This is an optimization exercise on Yosys and OpenROAD, whose aim is small area, a short achievable clock period and few clock cycles per item, not a production implementation. Function was checked by simulation only, so behaviour that the tests miss may differ from the original.

==> run D <==
Design core, start of the top module:
module core
(
    input  logic        clk,
    input  logic        cpu_rstn,
    output logic [31:0] instr_rd_addr,
    output logic [31:0] instr_wr_addr,
    output logic [31:0] instr_wr_data,
    input  logic [31:0] instr_rd_data,
    output logic [3:0]  instr_wr_strobe,
    output logic [31:0] data_rd_addr,
    output logic [31:0] data_wr_addr,
    output logic [31:0] data_wr_data,
    input  logic [31:0] data_rd_data,
    output logic [3:0]  data_wr_strobe
);
    logic [29:0] pc_f;            
    logic        v_d;
    logic        fr_d;            
    logic [31:0] ir_d;
    logic [29:0] pc_d;
    logic [31:0] a_x, b_x;        
    logic [29:0] alt_x;           
    logic [4:0]  rd_x;
    logic        wen_x, ld_x, st_x, jalr_x, ar_x;
    logic        kill_x;          
    logic [5:0]  mc_x;            
    logic [2:0]  f3_x;
    logic        sub_x, sra_x;
    logic [2:0]  sel_x;           
    logic        fa_x, fb_x;      
    logic        bm_x, bx_x, bi_x;  
    logic        wen_m, ld_m;
    logic [4:0]  rd_m;
    logic [2:0]  f3_m;
    logic [31:0] res_m, sd_m;
    logic [3:0]  stb_m;
    logic [31:0] rf [1:31];
    assign instr_rd_addr   = {2'b00, pc_f};
    assign instr_wr_addr   = '0;
    assign instr_wr_data   = '0;
    assign instr_wr_strobe = '0;
    assign data_rd_addr   = {2'b00, res_m[31:2]};
    assign data_wr_addr   = {2'b00, res_m[31:2]};
    assign data_wr_data   = sd_m;
    assign data_wr_strobe = stb_m;
  ...
clock: 13.0 ns
lec_check: 0
abc_clock_period_in_ps: 4000
cap_margin: 20
core_margin: 2
core_utilization: 40
slew_margin: 20
standard.sh (not shown) runs the stock make flow with config.mk's settings and CLKGATE_MAP_FILE= SYNTH_SCRIPT=/design/flow/synth_recipe.tcl, a recipe that flattens the netlist after the stock synthesis.
==> flow/flow/run.sh <==
#!/bin/bash
# Standard ORFS layout, with the resizer asked for extra setup slack so that it
# optimises the paths well below the 13 ns constraint, and the ports buffered
# with plain buffers.
set -euo pipefail
bash standard.sh SETUP_SLACK_MARGIN=9 "BUFFER_PORTS_ARGS=-buffer_cell sky130_fd_sc_hd__buf_2" finish > flow_std.log 2>&1
==> run B (differences from run D) <==
==> flow/flow/run.sh (replaced) <==
#!/bin/bash
# Standard ORFS layout, with the resizer asked for extra setup slack so that it
# optimises the paths well below the 13 ns constraint, and the ports buffered
# with plain buffers.
set -euo pipefail
bash standard.sh SETUP_SLACK_MARGIN=9.4 "BUFFER_PORTS_ARGS=-buffer_cell sky130_fd_sc_hd__buf_2" finish > flow_std.log 2>&1
==> run K (differences from run D) <==
--- a/flow/design.v
+++ b/flow/design.v
@@ -26,11 +26,10 @@
     logic [5:0]  mc_x;            
     logic [2:0]  f3_x;
     logic        sub_x, sra_x;
     logic [2:0]  sel_x;           
     logic        fa_x, fb_x;      
-    logic        bm_x, bx_x, bi_x;  
     logic        wen_m, ld_m;
     logic [4:0]  rd_m;
     logic [2:0]  f3_m;
     logic [31:0] res_m, sd_m;
     logic [3:0]  stb_m;
@@ -53,25 +52,21 @@
             3'b101:  ldv = {16'b0, ldw[15:0]};
             default: ldv = ldw;
         endcase
     end
     assign wdata = ld_m ? ldv : res_m;
-    localparam int SK = 6;
-    logic [31:0] ins, imm_jf, imm_bf;
-    logic        jal_f, bb_f, near_j, near_b, last_f, near_f;
-    logic [SK:0] lo_j, lo_b;
+    localparam int SK = 8;
+    logic [31:0] ins, imm_f;
+    logic        take_f, near_f;
+    logic [SK:0] lo_f;
     assign ins    = instr_rd_data;
-    assign jal_f  = ins[6:2] == 5'b11011;
-    assign bb_f   = (ins[6:2] == 5'b11000) & ins[31];
-    assign imm_jf = {{11{ins[31]}}, ins[31], ins[19:12], ins[20], ins[30:21], 1'b0};
-    assign imm_bf = {{19{ins[31]}}, ins[31], ins[7], ins[30:25], ins[11:8], 1'b0};
-    assign lo_j   = {1'b0, pc_f[SK-1:0]} + {1'b0, imm_jf[SK+1:2]};
-    assign lo_b   = {1'b0, pc_f[SK-1:0]} + {1'b0, imm_bf[SK+1:2]};
-    assign last_f = &pc_f[SK-1:0];
-    assign near_j = (((imm_jf[31:SK+2] == '0) & ~lo_j[SK]) | ((imm_jf[31:SK+2] == '1) & lo_j[SK])) & ~last_f;
-    assign near_b = (imm_bf[31:SK+2] == '1) & lo_b[SK] & ~last_f;
-    assign near_f = ins[2] ? near_j : near_b;
+    assign take_f = (ins[6:2] == 5'b11011) | ((ins[6:2] == 5'b11000) & ins[31]);
+    assign imm_f  = ins[2] ? {{11{ins[31]}}, ins[31], ins[19:12], ins[20], ins[30:21], 1'b0}
+                           : {{19{ins[31]}}, ins[31], ins[7], ins[30:25], ins[11:8], 1'b0};
+    assign lo_f   = {1'b0, pc_f[SK-1:0]} + {1'b0, imm_f[SK+1:2]};
+    assign near_f = (((imm_f[31:SK+2] == '0) & ~lo_f[SK]) | ((imm_f[31:SK+2] == '1) & lo_f[SK]))
+                  & ~(&pc_f[SK-1:0]);
     logic [6:0] opc;
     logic [4:0] rs1, rs2, rd;
     logic [2:0] f3;
     assign opc = ir_d[6:0];
     assign rs1 = ir_d[19:15];
@@ -132,11 +127,11 @@
         else                                alt_d = pc1_d;
     end
     logic [5:0] mc_d;
     always_comb begin
         mc_d = '0;
-        if (is_br & (imm_b[31:2] != 30'd1)) begin
+        if (is_br) begin
             case (f3)
                 3'b000: mc_d[ir_d[31] ? 1 : 0] = 1'b1;
                 3'b001: mc_d[ir_d[31] ? 0 : 1] = 1'b1;
                 3'b100: mc_d[ir_d[31] ? 3 : 2] = 1'b1;
                 3'b101: mc_d[ir_d[31] ? 2 : 3] = 1'b1;
@@ -147,12 +142,11 @@
         end
     end
     logic [31:0] a, b, bs;
     assign a  = fa_x ? res_m : a_x;
     assign bs = fb_x ? res_m : b_x;                        
-    assign b  = ({32{bm_x}} & res_m) | ({32{bx_x}} & b_x)   
-              | ({32{bi_x}} & {{2{alt_x[29]}}, alt_x});
+    assign b  = st_x ? {{2{alt_x[29]}}, alt_x} : bs;       
     logic [32:0] addo;
     logic [31:0] sum;
     assign addo = {a, 1'b1} + {b ^ {32{sub_x}}, sub_x};
     assign sum  = addo[32:1];
     logic eq, lt, ltu;
@@ -197,19 +191,10 @@
         case (f3_x[1:0])
             2'b00:   begin stb_x = 4'b0001 << sum[1:0];           sd_x = {4{bs[7:0]}}; end
             2'b01:   begin stb_x = sum[1] ? 4'b1100 : 4'b0011;    sd_x = {2{bs[15:0]}}; end
             default: begin stb_x = 4'b1111;                        sd_x = bs; end
         endcase
-    end
-    logic        en_f;
-    logic [SK-1:0] lo_o;
-    assign en_f = ~(redir_x | stall | redir_d);
-    always_comb begin
-        if (redir_x)      lo_o = tgt_x[SK-1:0];
-        else if (stall)   lo_o = pc_d[SK-1:0];
-        else if (redir_d) lo_o = add_d[SK-1:0];
-        else              lo_o = pc_f[SK-1:0] + 1'b1;
     end
     always_ff @(posedge clk or negedge cpu_rstn) begin
         if (!cpu_rstn) begin
             pc_f   <= '0;
             v_d    <= 1'b0;
@@ -220,18 +205,19 @@
             jalr_x <= 1'b0;
             kill_x <= 1'b0;
             wen_m  <= 1'b0;
             stb_m  <= '0;
         end else begin
-            if (redir_x)      pc_f[29:SK] <= tgt_x[29:SK];
-            else if (stall)   pc_f[29:SK] <= pc_d[29:SK];
-            else if (redir_d) pc_f[29:SK] <= add_d[29:SK];
-            else              pc_f[29:SK] <= pc_f[29:SK] + {{(29-SK){1'b0}}, last_f};
-            pc_f[SK-1:0] <= ({SK{jal_f & near_j & en_f}} & lo_j[SK-1:0])
-                          | ({SK{bb_f & near_b & en_f}} & lo_b[SK-1:0])
-                          | ({SK{~(((jal_f & near_j) | (bb_f & near_b)) & en_f)}} & lo_o);
-            v_d <= ~(redir_x | redir_d | stall);
+            if (redir_x)      pc_f <= tgt_x;
+            else if (stall)   pc_f <= pc_f;
+            else if (redir_d) pc_f <= add_d;
+            else begin
+                pc_f[29:SK]   <= pc_f[29:SK] + {{(29-SK){1'b0}}, &pc_f[SK-1:0]};
+                pc_f[SK-1:0]  <= (take_f & near_f) ? lo_f[SK-1:0] : pc_f[SK-1:0] + 1'b1;
+            end
+            if (redir_x | redir_d) v_d <= 1'b0;
+            else if (!stall)  v_d <= 1'b1;
             kill_x <= redir_x;
             if (stall | ~v_d) begin
                 wen_x <= 1'b0; ld_x <= 1'b0; st_x <= 1'b0; mc_x <= '0; jalr_x <= 1'b0;
             end else begin
                 wen_x <= wen_d; ld_x <= is_ld; st_x <= is_st; mc_x <= mc_d; jalr_x <= is_jalr;
@@ -239,13 +225,15 @@
             wen_m <= wen_x & ~kill_x;
             stb_m <= (st_x & ~kill_x) ? stb_x : 4'b0000;
         end
     end
     always_ff @(posedge clk) begin
-        ir_d <= instr_rd_data;
-        pc_d <= pc_f;
-        fr_d <= near_f;
+        if (!stall) begin
+            ir_d <= instr_rd_data;
+            pc_d <= pc_f;
+            fr_d <= near_f;
+        end
         a_x   <= r1;
         b_x   <= (is_op | is_br | is_st) ? r2 : imm_i;
         alt_x <= alt_d;
         rd_x  <= rd;
         ar_x  <= is_jal | is_jalr | is_lui | is_auipc;
@@ -253,13 +241,10 @@
         sub_x <= is_op & ir_d[30] & (f3 == 3'b000);
         sra_x <= ir_d[30];
         sel_x <= (is_op | is_opi) ? f3 : 3'd0;
         fa_x  <= use_rs1 & h1x;
         fb_x  <= use_rs2 & h2x;
-        bm_x  <= use_rs2 & h2x & ~is_st;
-        bx_x  <= ~(use_rs2 & h2x) & ~is_st;
-        bi_x  <= is_st;
         rd_m  <= rd_x;
         ld_m  <= ld_x;
         f3_m  <= f3_x;
         res_m <= ar_x ? {alt_x, 2'b00} : alu;
         sd_m  <= sd_x;
==> flow/flow/run.sh (replaced) <==
#!/bin/bash
# Standard ORFS layout, with the resizer asked for extra setup slack so that it
# optimises the paths well below the 13 ns constraint.
set -euo pipefail
bash standard.sh SETUP_SLACK_MARGIN=9 finish > flow_std.log 2>&1
==> flow_summary.json <==
{
  "status": "no timing/DRC/antenna violations",
  "final_layout_size_suffix_gt1_share_pct": 29.76,
  "buf_share_pct": 10.01,
  "gp_congestion": 1.058,
  "dpl-instance-area_mm2": 0.06901,
  "initial_utilization_pct": 40.15,
  "worst-slew-pin-transition_ps": 1406,
  "layout_common_cells": "edfxtp_1, buf_4, a22oi_1"
}
The numbers above come from run B.

==> flow_summary.json <==
{
  "grt-busiest-layer": "met2",
  "layout_common_cells": "edfxtp_1, buf_4, a22oi_1",
  "status": "no timing/DRC/antenna violations",
  "final_layout_size_suffix_gt1_share_pct": 24.04,
  "gp_congestion": 1.037,
  "worst-slew-pin-transition_ps": 1299,
  "multi_input_area_mm2": 0.02959,
  "dpl-instance-area_mm2": 0.06896,
  "initial_utilization_pct": 40.15,
  "post-place-ws_ps": 7254
}
The numbers above come from run D.

==> flow_summary.json <==
{
  "path_depth": 11,
  "buf_share_pct": 8.477,
  "layout_common_cells": "edfxtp_1, buf_4, a22oi_1",
  "dpl-instance-area_mm2": 0.07018,
  "worst-slew-pin-transition_ps": 1350,
  "gp_congestion": 1.013,
  "initial_utilization_pct": 40.23,
  "hold_path_startpoint": "rd_x[2]$_DFF_P_",
  "synth.top_cell.area_share_pct": 48.34,
  "met3_length_um": 62200,
  "cts-root-buf": "clkbuf_16",
  "status": "no timing/DRC/antenna violations"
}
The numbers above come from run K.

Testbench counts of run D, summed over its fixed seeds: cycles 144,976, instructions 132,254.
Testbench counts of run B, summed over its fixed seeds: cycles 144,976, instructions 132,254.
Testbench counts of run K, summed over its fixed seeds: cycles 145,876, instructions 132,254.

-- afterwards: timing with drivers on the ports --
In the flow no input, the clock included, has a driving cell. The finished layouts below were timed again as built, in two steps. Step 1 sets driving cells, clkbuf_16 on the clock port and buf_2 on the other inputs (assumed; they add their load-dependent delay and slew). Step 2 adds t to the input delays and takes it off the output delays; t is the mean of the earliest and latest rising clock arrival at the registers after step 1. Input paths then give back, and output paths get back, about the clock's delay inside the block. a / b / c = ideal / step 1 / step 2; a / b = the first two.
| run | t, ns | slack for setup (ns) | worst setup path at the end | slew at the worst register clock pin (ns) | pins driven straight from the clock port |
|---|---|---|---|---|---|
| run D | 0.889 | 8.649 / 8.686 / 7.797 | input to register | 0.07 / 0.07 | 1 |
| run B | 0.876 | 8.758 / 8.784 / 7.908 | input to register | 0.07 / 0.07 | 1 |
| run K | 0.882 | 8.628 / 8.684 / 7.802 | input to register | 0.07 / 0.07 | 1 |
After both steps every run listed still meets setup and hold. The setup slack of run D, which loses most, moves by +0.037 ns with the drivers and by -0.852 ns with both steps.
